From an optimization exercise on the open Yosys and OpenROAD flow, aimed at small area, a short achievable clock period and few clock cycles; shortcuts taken in it are not production practice. The RTL was checked by simulation tests, not by an equivalence proof against the original design. Power and IR drop assume default switching activity.

== old ==
==> flow/design.v (excerpt) <==
module JAM (
           input CLK,
           input RST,
           output reg [2:0] W,
           output reg [2:0] J,
           input [6:0] Cost,
           output reg [3:0] MatchCount,
           output reg [9:0] MinCost,
           output reg Valid );
localparam ST_FIRST = 3'd0,   
           ST_MATCH = 3'd1,   
           ST_SCAN  = 3'd2,   
           ST_FINAL = 3'd3,   
           ST_FLUSH = 3'd4,   
           ST_CNT   = 3'd5,   
           ST_DONE  = 3'd6;
reg [2:0] st;           
reg       fst;          
reg [2:0] cstart;       
reg signed [9:0] X;     
reg [7:0] Dq;           
reg [7:0] nv  [0:7];    
reg [7:0] D   [0:7];    
reg [2:0] way [0:7];    
reg [2:0] p   [0:7];    
reg [7:0] m;            
reg [7:0] s;            
reg [2:0] i;            
reg [7:0] minval;       
reg [2:0] minj;
reg [6:0] mu;           
reg signed [8:0] off;   
reg [7:0] rem;          
reg       walking;
reg [2:0] wj;
  ...
Size: ~2800 cells after synthesis, roughly 30 I/O pins, roughly 26000 µm² of cells after synthesis.
Settings: LEC_CHECK=0, CAP_MARGIN=20, CORE_MARGIN=2, CORE_UTILIZATION=40, SETUP_SLACK_MARGIN=1.0, SLEW_MARGIN=20; clock period 5.0 ns.
run.sh (not shown) runs the stock make flow with config.mk's settings and CLKGATE_MAP_FILE= SYNTH_SCRIPT=/design/flow/synth_recipe.tcl, a recipe that flattens the netlist after the stock synthesis.
Both conditions hold for old: the flow ran to the end and the final layout passed the timing, DRC and antenna checks.
Testbench counts of old, summed over its fixed seeds: cycles 4,752.
The inputs of new differ from those of old as listed below.
--- a/flow/design.v
+++ b/flow/design.v
@@ -73,59 +73,34 @@
 wire [7:0] mrowf  = bnew ? bcand : mrow;
 wire       bwrD   = bv && (bt == ST_FIRST || (bt == ST_SCAN && bimpr));
 reg [7:0] pm_oh;
 always @(*)
     for (k = 0; k < 8; k = k + 1)
         pm_oh[k] = (p[k] == bW);
-function [9:0] ks10;
-    input [9:0] a;
-    input [9:0] b;
-    input       cin;
-    reg [9:0] p, g, gg, pp, gn, pn;
-    integer q, d;
-    begin
-        p = a ^ b;
-        g = a & b;
-        gg = g;
-        gg[0] = g[0] | (p[0] & cin);
-        pp = p;
-        for (d = 1; d < 10; d = d * 2) begin
-            gn = gg;
-            pn = pp;
-            for (q = d; q < 10; q = q + 1) begin
-                gn[q] = gg[q] | (pp[q] & gg[q-d]);
-                pn[q] = pp[q] & pp[q-d];
-            end
-            gg = gn;
-            pp = pn;
-        end
-        ks10 = p ^ {gg[8:0], cin};
-    end
-endfunction
 wire [7:0] nv_J = nv[J];
 wire [7:0] Y_e = (bv && bnew) ? bcand : minval;    
 wire signed [9:0] cost_s = {3'd0, Cost};
 wire signed [9:0] Y_s    = {2'd0, Y_e};
 wire signed [9:0] Dq_s   = {2'd0, Dq};
-wire signed [9:0] Tm     = ks10(Y_s, ~X, 1'b1);
-wire signed [9:0] TD     = ks10(Dq_s, ~X, 1'b1);
+wire signed [9:0] Tm     = Y_s - X;
+wire signed [9:0] TD     = Dq_s - X;
 wire       lt    = cost_s < Tm;       
 wire       eqm   = cost_s == Tm;      
 wire       impr  = cost_s < TD;       
 wire       c3    = Dq < Y_e;
-wire signed [9:0] sum = ks10(X, cost_s, 1'b0);
+wire signed [9:0] sum = X + cost_s;
 wire       newmin = fst || ((st == ST_FIRST) ? lt : (impr ? lt : c3));
 wire [7:0] newD  = (st == ST_SCAN && !impr) ? Dq : sum[7:0];
 wire       xlt   = fst || lt;
 wire       xeq   = eqm;
 wire [9:0] ma  = {2'd0, Dq};
 wire [9:0] mb  = ~{3'd0, Cost};
 wire [9:0] mc  = ~{3'd0, nv_J[6:0]};
 wire [9:0] ms1 = ma ^ mb ^ mc;
 wire [9:0] mc1 = {(ma[8:0] & mb[8:0]) | (ma[8:0] & mc[8:0]) | (mb[8:0] & mc[8:0]), 1'b1};
-wire [9:0] offw = ks10(ms1, mc1, 1'b1);
+wire [9:0] offw = ms1 + mc1 + 10'd1;
 wire signed [8:0] offn = offw[8:0];
 wire [2:0] J1 = J + 3'd1;
 wire       rowlast = (J1 == cstart);
 wire [7:0] J_oh = 8'd1 << J;
 function [7:0] lowbit;
     input [7:0] v;
@@ -175,14 +150,14 @@
     end
 end
 wire [7:0] D_b   = (bwrD && |(bj_oh & jb_oh)) ? bcand : D_r;
 wire signed [9:0] nvb_s = {3'd0, nv_b[6:0]};
 wire [9:0] ms2 = ms1 ^ mc1 ^ nvb_s;
 wire [9:0] mc2 = {(ms1[8:0] & mc1[8:0]) | (ms1[8:0] & nvb_s[8:0]) | (mc1[8:0] & nvb_s[8:0]), 1'b0};
-wire signed [9:0] Km = ks10(ms2, mc2, 1'b1);
-wire signed [9:0] Ks = ks10({off[8], off}, nvb_s, 1'b0);
+wire signed [9:0] Km = ms2 + mc2 + 10'sd1;
+wire signed [9:0] Ks = off + nvb_s;
 wire signed [9:0] Kn = (st == ST_MATCH) ? Km : Ks;
 wire [2:0] sgj   = fst ? J : minj_e;
 wire [7:0] s_e   = (st == ST_FIRST) ? (s & ~J_oh) : s;
 wire [7:0] rem_g = ~s_e & ~(8'd1 << sgj);
 wire       sgdone = fst || !m[sgj];
 wire [7:0] nv_f  = nv[fus];
## What came out
new against old: design area went down by about 2.1%, number of non-clock inverters grew by 3, global-route track usage on met3 climbed 0.75 points, post-route worst setup slack down 0.21 ns.
Of new and old, it is new that has the lower first-pass GRT wire length.
Summary — fraction of power consumed by the clock network, new relative to old: higher, by 2.7 points.
From old to new the numbers moved as follows: time the worst path needs with I/O delays and setup has increased; worst-margin pin slew went up; share of final-layout standard cells stronger than drive strength 1 decreased by 1.5 points relative to the old numbers; number of enable-type register cells in the synthesized netlist now sits at about the same level.
Testbench counts of new, summed over its fixed seeds: cycles 4,752.

re-timing with driven ports:
No port has a modelled driver above. Below, the same layouts with a new extraction and two added sets of constraints. Step 1, drivers: a clkbuf_16 drives CLK and a buf_2 each remaining input, both assumed. Step 2 also shifts input and output timing later by t, the mid clock arrival at the registers, as if the neighbouring blocks saw the same clock. a / b / c = ideal ports / drivers / drivers and shift; a / b = the first two.
| run | t, ns | setup WS [ns] | slew at the worst register clock pin (ns) | worst slew at a driven data input, ns |
|---|---|---|---|---|
| old | 0.639 | 0.829 / 0.829 / 0.303 | 0.07 / 0.07 | 0.04 |
| new | 0.651 | 0.614 / 0.614 / 0.240 | 0.07 / 0.07 | 0.04 |
After both steps every run listed still meets setup and hold. The setup slack of old, which loses most, moves by 0.000 ns with the drivers and by -0.526 ns with both steps.
